This design comes from an exercise in tuning for small area and a short achievable clock period on the open sky130 flow, not from production work. At most, simulation tests tie the RTL to the original design; equivalence was not proved. Power and IR drop assume default switching activity.

==> harbor <==
==> flow/design.v <==
module rc_next(
    input  wire        done,
    input  wire        stage_flag,
    input  wire [19:0] des,
    input  wire [1:0]  colh,
    input  wire [19:0] s1,
    input  wire [7:0]  g,
    output wire [19:0] des_n,
    output wire [1:0]  colh_n,
    output wire [19:0] s1_n,
    output reg  [19:0] s2_n,
    output wire [7:0]  g_n,
    output wire [10:0] fr_n,
    output wire        stage_n,
    output wire        done_n
);
  wire live = ~done;
  wire [8:0] col = {colh, des[6:0]};
  wire lo127  = &des[6:0];
  wire col0   = (colh == 2'd0) & ~|des[6:0];
  wire c383   = (colh == 2'd2) & lo127;              
  wire c384   = (colh == 2'd3);                      
  wire dz     = ~|des;
  wire end0   = (des == 20'd552959);                 
  wire d147   = (des == 20'd147456);
  wire d294   = (des == 20'd294912);
  wire d442   = (des == 20'd442368);
  wire cwrap = stage_flag ? c384 : c383;
  wire last  = live & (stage_flag ? (c384 & d442) : end0);
  assign stage_n = stage_flag | last;
  assign done_n  = done | (last & stage_flag);
  reg  [19:0] des_inc;
  reg         dc;
  integer     i;
  always @* begin
    dc = live & ~(stage_flag & c384);
    for (i = 0; i < 20; i = i + 1) begin
      des_inc[i] = des[i] ^ dc;
      dc = dc & des[i];
    end
  end
  assign des_n  = last ? 20'd0 : des_inc;
  assign colh_n = (live & cwrap) ? 2'd0 : colh + {1'b0, live & lo127};
  reg  [7:0] g_add;
  reg        gc;
  reg  [7:0] gk;
  integer    j;
  always @* begin
    gk = stage_flag ? ((live & c384) ? 8'd64 : 8'd0) : 8'd171;
    gc = 1'b0;
    for (j = 0; j < 8; j = j + 1) begin
      g_add[j] = g[j] ^ gk[j] ^ gc;
      gc = (g[j] & gk[j]) | (gc & (g[j] ^ gk[j]));
    end
  end
  assign g_n = (~stage_flag & c383) ? 8'd0 : g_add;
  wire [7:0] gmask = stage_flag       ? 8'hFF :
                     (col >= 9'd306)  ? 8'h80 :
                     (col >= 9'd153)  ? 8'hC0 :
                     (col >= 9'd76)   ? 8'hE0 :
                     (col >= 9'd38)   ? 8'hF0 :
                     (col >= 9'd19)   ? 8'hF8 :
                     (col >= 9'd9)    ? 8'hFC :
                     (col >= 9'd4)    ? 8'hFE : 8'hFF;
  wire [7:0] gm = g_n & gmask;
  reg  [2:0] q;
  always @* begin
    casez (gm)
      8'b1???????: q = 3'd7;
      8'b01??????: q = 3'd6;
      8'b001?????: q = 3'd5;
      8'b0001????: q = 3'd4;
      8'b00001???: q = 3'd3;
      8'b000001??: q = 3'd2;
      8'b0000001?: q = 3'd1;
      default:     q = 3'd0;
    endcase
  end
  wire [7:0]  gn = gm << (3'd7 - q);
  assign fr_n = (gm == 8'd0) ? 11'd0 : {4'd7 + {1'b0, q}, gn[6:0]};
  wire carry = (g < 8'd171);      
  reg  [1:0]  kl;                 
  reg  [3:0]  kh;                 
  reg         ld;                 
  reg  [12:0] hv;
  always @* begin
    kl = 2'd1; kh = 4'd0; ld = 1'b0; hv = 13'd0;
    if (done) kl = 2'd0;
    else if (~stage_flag) begin
      if (col0) begin
        if (dz) kl = 2'd0;
        else begin kl = 2'd2; kh = -4'd5; end
      end else if (c383) begin
        if (end0) begin ld = 1'b1; hv = 13'd4; end
        else kh = 4'd5;
      end else kl = carry ? 2'd2 : 2'd1;
    end else begin
      if (col0) begin
        if (dz) begin kl = 2'd3; kh = -4'd5; end
        else if (d147) begin ld = 1'b1; hv = 13'd1440; end
        else if (d294) begin ld = 1'b1; hv = 13'd2880; end
        else kh = (des[8:7] == 2'd0) ? 4'd6 : 4'd3;
      end else if (c384) begin
        kl = 2'd0;
        if (d147)      begin ld = 1'b1; hv = 13'd2874; end
        else if (d294) begin ld = 1'b1; hv = 13'd4314; end
        else if (d442) begin ld = 1'b1; hv = 13'd1434; end
        else kh = -4'd3;
      end
    end
  end
  reg  [6:0]  l_sum;
  reg  [12:0] h_sum;
  reg         lc, hc, pinc, pdec;
  integer     k;
  always @* begin
    lc = 1'b0;
    for (k = 0; k < 7; k = k + 1) begin
      l_sum[k] = s1[k] ^ (k < 2 ? kl[k] : 1'b0) ^ lc;
      lc = (k < 2 ? (s1[k] & kl[k]) : 1'b0) | (lc & (s1[k] ^ (k < 2 ? kl[k] : 1'b0)));
    end
    hc = lc;
    for (k = 0; k < 3; k = k + 1) begin
      h_sum[k] = s1[7+k] ^ kh[k] ^ hc;
      hc = (s1[7+k] & kh[k]) | (hc & (s1[7+k] ^ kh[k]));
    end
    pinc = hc & ~kh[3];
    pdec = ~hc & kh[3];
    for (k = 3; k < 13; k = k + 1) begin
      h_sum[k] = s1[7+k] ^ (pinc | pdec);
      pinc = pinc & s1[7+k];
      pdec = pdec & ~s1[7+k];
    end
  end
  assign s1_n = {ld ? hv : h_sum, l_sum};
  reg  [1:0] a2;
  reg        c2;
  integer    m;
  always @* begin
    a2 = stage_flag ? 2'd3 : 2'd0;
    for (m = 0; m < 7; m = m + 1)
      s2_n[m] = s1_n[m] ^ (~stage_flag & (&(s1_n[6:0] | ~((7'd1 << m) - 7'd1))));
    c2 = ~stage_flag & (&s1_n[6:0]);
    for (m = 7; m < 9; m = m + 1) begin
      s2_n[m] = s1_n[m] ^ a2[m-7] ^ c2;
      c2 = (s1_n[m] & a2[m-7]) | (c2 & (s1_n[m] ^ a2[m-7]));
    end
    for (m = 9; m < 20; m = m + 1)
      s2_n[m] = s1_n[m] ^ (c2 & (&(s1_n[19:9] | ~((11'd1 << (m - 9)) - 11'd1))));
  end
endmodule
module rc_hold #(parameter W = 1) (
    input  wire         en,
    input  wire [W-1:0] nx,
    input  wire [W-1:0] q,
    output wire [W-1:0] d
);
  assign d = en ? nx : q;
endmodule
module resize_controller(
    clk,
    reset_n,
    enable,
    src_addr1,
    src_addr2,
    des_addr,
    stage_flag,
    fraction_part,
    done
);
  input wire clk;
  input wire reset_n;
  input wire enable;
  output reg  done, stage_flag;
  output wire [23-1:0] src_addr1, src_addr2;
  output wire [23-1:0] des_addr;
  output wire [15:0] fraction_part;
  reg [19:0] des;       
  reg [1:0]  colh;      
  reg [19:0] s1, s2;    
  reg [7:0]  g;         
  reg [10:0] fr;        
  assign des_addr      = {3'b000, des};
  assign src_addr1     = {3'b000, s1};
  assign src_addr2     = {3'b000, s2};
  assign fraction_part = {2'b00, fr, 3'b000};
  wire [19:0] des_n, s1_n, s2_n;
  wire [1:0]  colh_n;
  wire [7:0]  g_n;
  wire [10:0] fr_n;
  wire        stage_n, done_n;
  rc_next u_next (
    .done(done), .stage_flag(stage_flag), .des(des), .colh(colh), .s1(s1), .g(g),
    .des_n(des_n), .colh_n(colh_n), .s1_n(s1_n), .s2_n(s2_n), .g_n(g_n), .fr_n(fr_n),
    .stage_n(stage_n), .done_n(done_n)
  );
  localparam N = 20 + 2 + 20 + 20 + 8 + 11 + 2;
  wire [N-1:0] d;
  rc_hold #(.W(N)) u_hold (
    .en(enable),
    .nx({des_n, colh_n, s1_n, s2_n, g_n, fr_n, stage_n, done_n}),
    .q ({des,   colh,   s1,   s2,   g,   fr,   stage_flag, done}),
    .d (d)
  );
  always @(posedge clk or negedge reset_n) begin
    if (~reset_n) begin
      des        <= 0;
      colh       <= 0;
      s1         <= 0;
      s2         <= 0;
      g          <= 0;
      fr         <= 0;
      stage_flag <= 0;
      done       <= 0;
    end else begin
      {des, colh, s1, s2, g, fr, stage_flag, done} <= d;
    end
  end
endmodule
==> flow/flow/run.sh <==
#!/bin/bash
# Standard ORFS layout, with the port buffers made of buf_2 cells instead of
# the default delay buffers. Each tool's output goes to the ORFS logs; make's
# own output goes to flow_make.log here.
set -euo pipefail
bash standard.sh "BUFFER_PORTS_ARGS=-buffer_cell sky130_fd_sc_hd__buf_2" finish > flow_make.log 2>&1
==> flow/standard.sh <==
#!/bin/bash
# synth_recipe.tcl (not shown) runs the flow's synth.tcl, then flattens the netlist and writes it again
# the make line also repeats each setting of config.mk as NAME=value (left out here)
make -C /OpenROAD-flow-scripts/flow DESIGN_CONFIG=/design/flow/config.mk WORK_HOME=/design/flow/orfs CLKGATE_MAP_FILE= SYNTH_SCRIPT=/design/flow/synth_recipe.tcl "${@:-finish}"
==> flow/config.mk <==
export PLATFORM = sky130hd
export DESIGN_NAME = resize_controller
export DESIGN_NICKNAME = resize_controller
export VERILOG_FILES = /design/flow/design.v
export SDC_FILE = /design/flow/constraint.sdc
export NUM_CORES = 4
export LEC_CHECK = 0
export CAP_MARGIN = 20
export CORE_MARGIN = 2
export CORE_UTILIZATION = 40
export PLACE_DENSITY = 0.6
export SLEW_MARGIN = 20
==> flow/constraint.sdc <==
create_clock -name core_clock -period 32.0 [get_ports {clk}]
set_input_delay 6.4000 -clock core_clock [delete_from_list [all_inputs] [get_ports {clk}]]
set_output_delay 6.4000 -clock core_clock [all_outputs]
set_load 0.01 [all_outputs]
==> willow: changes against harbor <==
==> flow/design.v, changed modules only <==
module rc_next(
    input  wire        done,
    input  wire        stage_flag,
    input  wire [19:0] des,
    input  wire [1:0]  colh,
    input  wire [19:0] s1,
    input  wire [7:0]  g,
    output wire [19:0] des_n,
    output wire [1:0]  colh_n,
    output wire [19:0] s1_n,
    output wire [7:0]  g_n,
    output wire [10:0] fr_n,
    output wire        stage_n,
    output wire        done_n
);
  wire live = ~done;
  wire [8:0] col = {colh, des[6:0]};
  wire lo127  = &des[6:0];
  wire col0   = (colh == 2'd0) & ~|des[6:0];
  wire c383   = (colh == 2'd2) & lo127;              
  wire c384   = (colh == 2'd3);                      
  wire dz     = ~|des;
  wire end0   = (des == 20'd552959);                 
  wire d147   = (des == 20'd147456);
  wire d294   = (des == 20'd294912);
  wire d442   = (des == 20'd442368);
  wire cwrap = stage_flag ? c384 : c383;
  wire last  = live & (stage_flag ? (c384 & d442) : end0);
  assign stage_n = stage_flag | last;
  assign done_n  = done | (last & stage_flag);
  reg  [19:0] des_inc;
  reg         dc;
  integer     i;
  always @* begin
    dc = live & ~(stage_flag & c384);
    for (i = 0; i < 20; i = i + 1) begin
      des_inc[i] = des[i] ^ dc;
      dc = dc & des[i];
    end
  end
  assign des_n  = last ? 20'd0 : des_inc;
  assign colh_n = (live & cwrap) ? 2'd0 : colh + {1'b0, live & lo127};
  reg  [7:0] g_add;
  reg        gc;
  reg  [7:0] gk;
  integer    j;
  always @* begin
    gk = stage_flag ? ((live & c384) ? 8'd64 : 8'd0) : 8'd171;
    gc = 1'b0;
    for (j = 0; j < 8; j = j + 1) begin
      g_add[j] = g[j] ^ gk[j] ^ gc;
      gc = (g[j] & gk[j]) | (gc & (g[j] ^ gk[j]));
    end
  end
  assign g_n = (~stage_flag & c383) ? 8'd0 : g_add;
  wire [7:0] gmask = stage_flag       ? 8'hFF :
                     (col >= 9'd306)  ? 8'h80 :
                     (col >= 9'd153)  ? 8'hC0 :
                     (col >= 9'd76)   ? 8'hE0 :
                     (col >= 9'd38)   ? 8'hF0 :
                     (col >= 9'd19)   ? 8'hF8 :
                     (col >= 9'd9)    ? 8'hFC :
                     (col >= 9'd4)    ? 8'hFE : 8'hFF;
  wire [7:0] gm = g_n & gmask;
  reg  [2:0] q;
  always @* begin
    casez (gm)
      8'b1???????: q = 3'd7;
      8'b01??????: q = 3'd6;
      8'b001?????: q = 3'd5;
      8'b0001????: q = 3'd4;
      8'b00001???: q = 3'd3;
      8'b000001??: q = 3'd2;
      8'b0000001?: q = 3'd1;
      default:     q = 3'd0;
    endcase
  end
  wire [7:0]  gn = gm << (3'd7 - q);
  assign fr_n = (gm == 8'd0) ? 11'd0 : {4'd7 + {1'b0, q}, gn[6:0]};
  wire carry = (g < 8'd171);      
  reg  [1:0]  kl;                 
  reg  [3:0]  kh;                 
  reg         ld;                 
  reg  [12:0] hv;
  always @* begin
    kl = 2'd1; kh = 4'd0; ld = 1'b0; hv = 13'd0;
    if (done) kl = 2'd0;
    else if (~stage_flag) begin
      if (col0) begin
        if (dz) kl = 2'd0;
        else begin kl = 2'd2; kh = -4'd5; end
      end else if (c383) begin
        if (end0) begin ld = 1'b1; hv = 13'd4; end
        else kh = 4'd5;
      end else kl = carry ? 2'd2 : 2'd1;
    end else begin
      if (col0) begin
        if (dz) begin kl = 2'd3; kh = -4'd5; end
        else if (d147) begin ld = 1'b1; hv = 13'd1440; end
        else if (d294) begin ld = 1'b1; hv = 13'd2880; end
        else kh = (des[8:7] == 2'd0) ? 4'd6 : 4'd3;
      end else if (c384) begin
        kl = 2'd0;
        if (d147)      begin ld = 1'b1; hv = 13'd2874; end
        else if (d294) begin ld = 1'b1; hv = 13'd4314; end
        else if (d442) begin ld = 1'b1; hv = 13'd1434; end
        else kh = -4'd3;
      end
    end
  end
  reg  [6:0]  l_sum;
  reg  [12:0] h_sum;
  reg         lc, hc, pinc, pdec;
  integer     k;
  always @* begin
    lc = 1'b0;
    for (k = 0; k < 7; k = k + 1) begin
      l_sum[k] = s1[k] ^ (k < 2 ? kl[k] : 1'b0) ^ lc;
      lc = (k < 2 ? (s1[k] & kl[k]) : 1'b0) | (lc & (s1[k] ^ (k < 2 ? kl[k] : 1'b0)));
    end
    hc = lc;
    for (k = 0; k < 3; k = k + 1) begin
      h_sum[k] = s1[7+k] ^ kh[k] ^ hc;
      hc = (s1[7+k] & kh[k]) | (hc & (s1[7+k] ^ kh[k]));
    end
    pinc = hc & ~kh[3];
    pdec = ~hc & kh[3];
    for (k = 3; k < 13; k = k + 1) begin
      h_sum[k] = s1[7+k] ^ (pinc | pdec);
      pinc = pinc & s1[7+k];
      pdec = pdec & ~s1[7+k];
    end
  end
  assign s1_n = {ld ? hv : h_sum, l_sum};
endmodule
module resize_controller(
    clk,
    reset_n,
    enable,
    src_addr1,
    src_addr2,
    des_addr,
    stage_flag,
    fraction_part,
    done
);
  input wire clk;
  input wire reset_n;
  input wire enable;
  output reg  done, stage_flag;
  output wire [23-1:0] src_addr1, src_addr2;
  output wire [23-1:0] des_addr;
  output wire [15:0] fraction_part;
  reg [19:0] des;       
  reg [1:0]  colh;      
  reg [19:0] s1;        
  reg [7:0]  g;         
  reg [10:0] fr;        
  assign des_addr      = {3'b000, des};
  assign src_addr1     = {3'b000, s1};
  wire        dz    = ~|des;
  wire        plus1 = stage_flag ? (dz & ~done) : ~dz;
  wire        p384  = stage_flag & ~(dz & ~done);
  reg  [19:0] s2;
  reg         c2;
  integer     m;
  always @* begin
    for (m = 0; m < 7; m = m + 1)
      s2[m] = s1[m] ^ (plus1 & (&(s1[6:0] | ~((7'd1 << m) - 7'd1))));
    c2 = plus1 & (&s1[6:0]);
    s2[7] = s1[7] ^ p384 ^ c2;
    c2 = (s1[7] & (p384 | c2)) | (p384 & c2);
    s2[8] = s1[8] ^ p384 ^ c2;
    c2 = (s1[8] & (p384 | c2)) | (p384 & c2);
    for (m = 9; m < 20; m = m + 1)
      s2[m] = s1[m] ^ (c2 & (&(s1[19:9] | ~((11'd1 << (m - 9)) - 11'd1))));
  end
  assign src_addr2 = {3'b000, s2};
  assign fraction_part = {2'b00, fr, 3'b000};
  wire [19:0] des_n, s1_n;
  wire [1:0]  colh_n;
  wire [7:0]  g_n;
  wire [10:0] fr_n;
  wire        stage_n, done_n;
  rc_next u_next (
    .done(done), .stage_flag(stage_flag), .des(des), .colh(colh), .s1(s1), .g(g),
    .des_n(des_n), .colh_n(colh_n), .s1_n(s1_n), .g_n(g_n), .fr_n(fr_n),
    .stage_n(stage_n), .done_n(done_n)
  );
  localparam N = 20 + 2 + 20 + 8 + 11 + 2;
  wire [N-1:0] d;
  rc_hold #(.W(N)) u_hold (
    .en(enable),
    .nx({des_n, colh_n, s1_n, g_n, fr_n, stage_n, done_n}),
    .q ({des,   colh,   s1,   g,   fr,   stage_flag, done}),
    .d (d)
  );
  always @(posedge clk or negedge reset_n) begin
    if (~reset_n) begin
      des        <= 0;
      colh       <= 0;
      s1         <= 0;
      g          <= 0;
      fr         <= 0;
      stage_flag <= 0;
      done       <= 0;
    end else begin
      {des, colh, s1, g, fr, stage_flag, done} <= d;
    end
  end
endmodule
==> flow/flow/run.sh (replaced) <==
#!/bin/bash
set -euo pipefail
bash standard.sh "BUFFER_PORTS_ARGS=-buffer_cell sky130_fd_sc_hd__buf_1" "SETUP_SLACK_MARGIN=24.4" finish > flow_make.log 2>&1
==> raven: changes against harbor <==
==> flow/flow/run.sh (replaced) <==
#!/bin/bash
# Standard ORFS layout, with the port buffers made of buf_1 cells instead of
# the default delay buffers. Each tool's output goes to the ORFS logs; make's
# own output goes to flow_make.log here.
set -euo pipefail
bash standard.sh "BUFFER_PORTS_ARGS=-buffer_cell sky130_fd_sc_hd__buf_1" finish > flow_make.log 2>&1
==> comparison <==
Critical path depth is the same in raven and harbor. Synthesized cell count: harbor is larger than willow (9.9%). Register-to-register slack: harbor < raven < willow. Power, highest first: willow, harbor, raven. Between harbor and willow, the lower wire length is in willow (gap about 1%, measured against willow). Sequential power: willow is larger than harbor (about 7%). Combinational power: willow > harbor > raven. First-iteration DRC count: harbor > raven > willow. Count of clock-buffer cells in the layout: harbor is lower than raven (1). Between willow and harbor, the lower die area is in willow (gap about 11%, measured against harbor). Via count: willow < harbor < raven. raven passed the timing, DRC and antenna checks. harbor completed without violations. willow completed without violations.
==> figures <==
quantity                                                               raven       willow       harbor
Clk pwr                                                               104 uW       115 uW       108 uW
Synthesized-area fraction occupied by adder cells                      0.108        0.122        0.108
Standard-cell rows                                                        43           41           43
Buffering stage count on the worst path with inverters included            1            3            1
Number of non-clock buffers                                               79          112           79
Hold-critical path depth                                                   1            1            2
Gates resized, CTS repair                                                  0           48            0
Sequential fraction of design power                                    0.430        0.290        0.419
Combinational share of power                                           0.216        0.464        0.221
Die Footprint                                                    15500 sq um  13800 sq um  15500 sq um
Origin of the critical flop-to-flop path                              des[7]      colh[0]       des[7]
Simple-gate share of the synthesized area                              0.191        0.206        0.191
Sequential share of the synthesized area                               0.358        0.307        0.358
Starting utilization of the core area                                  0.414        0.408        0.414
Pint                                                                  202 uW       278 uW       204 uW
Xor and xnor area share after synthesis                               0.0317       0.0317       0.0317
Count of nets after finishing                                            729          703          729
Combined global-route utilization of all metal layers                  0.193        0.214        0.195
Drt initial violations                                                   356          285          360
Static leakage power                                              0.00275 uW   0.00280 uW   0.00299 uW
Slowest cell on the critical path                                    dfrtp_1      dfrtp_2      dfrtp_1
Wire length on met2                                                  6.98 mm      7.33 mm      7.14 mm
Result of the run                                   timing/DRC/antenna clean  timing/DRC/antenna clean  timing/DRC/antenna clean
Only the layout flow was run in willow; the RTL was not checked for function there.

## re-timing with driven ports
Ports are ideal in the flow. The routed layouts listed here were re-timed in OpenROAD. Step 1 sets driving cells, clkbuf_16 on the clock port and buf_2 on the other inputs (assumed; they add their load-dependent delay and slew). Step 2 also shifts input and output timing later by t, the mid clock arrival at the registers, as if the neighbouring blocks saw the same clock. Three values: no drivers, after step 1, after step 2; two values: the first two.
| run | t (ns) | setup WS [ns] | hold WS [ns] | latest minus earliest clock arrival (ns) | worst data-port slew with drivers (ns) |
|---|---|---|---|---|---|
| harbor | 0.392 | 24.309 / 24.267 / 24.031 | 0.487 / 0.487 / 0.487 | 0.015 / 0.015 | 0.04 |
| willow | 0.374 | 21.784 / 21.746 / 22.120 | 0.477 / 0.477 / 0.477 | 0.004 / 0.004 | 0.03 |
| raven | 0.384 | 24.338 / 24.299 / 23.987 | 0.489 / 0.489 / 0.489 | 0.007 / 0.007 | 0.03 |
After both steps setup and hold are still met in every run listed. For raven, which loses most, drivers alone change the setup slack by -0.039 ns; drivers and shift together by -0.351 ns.
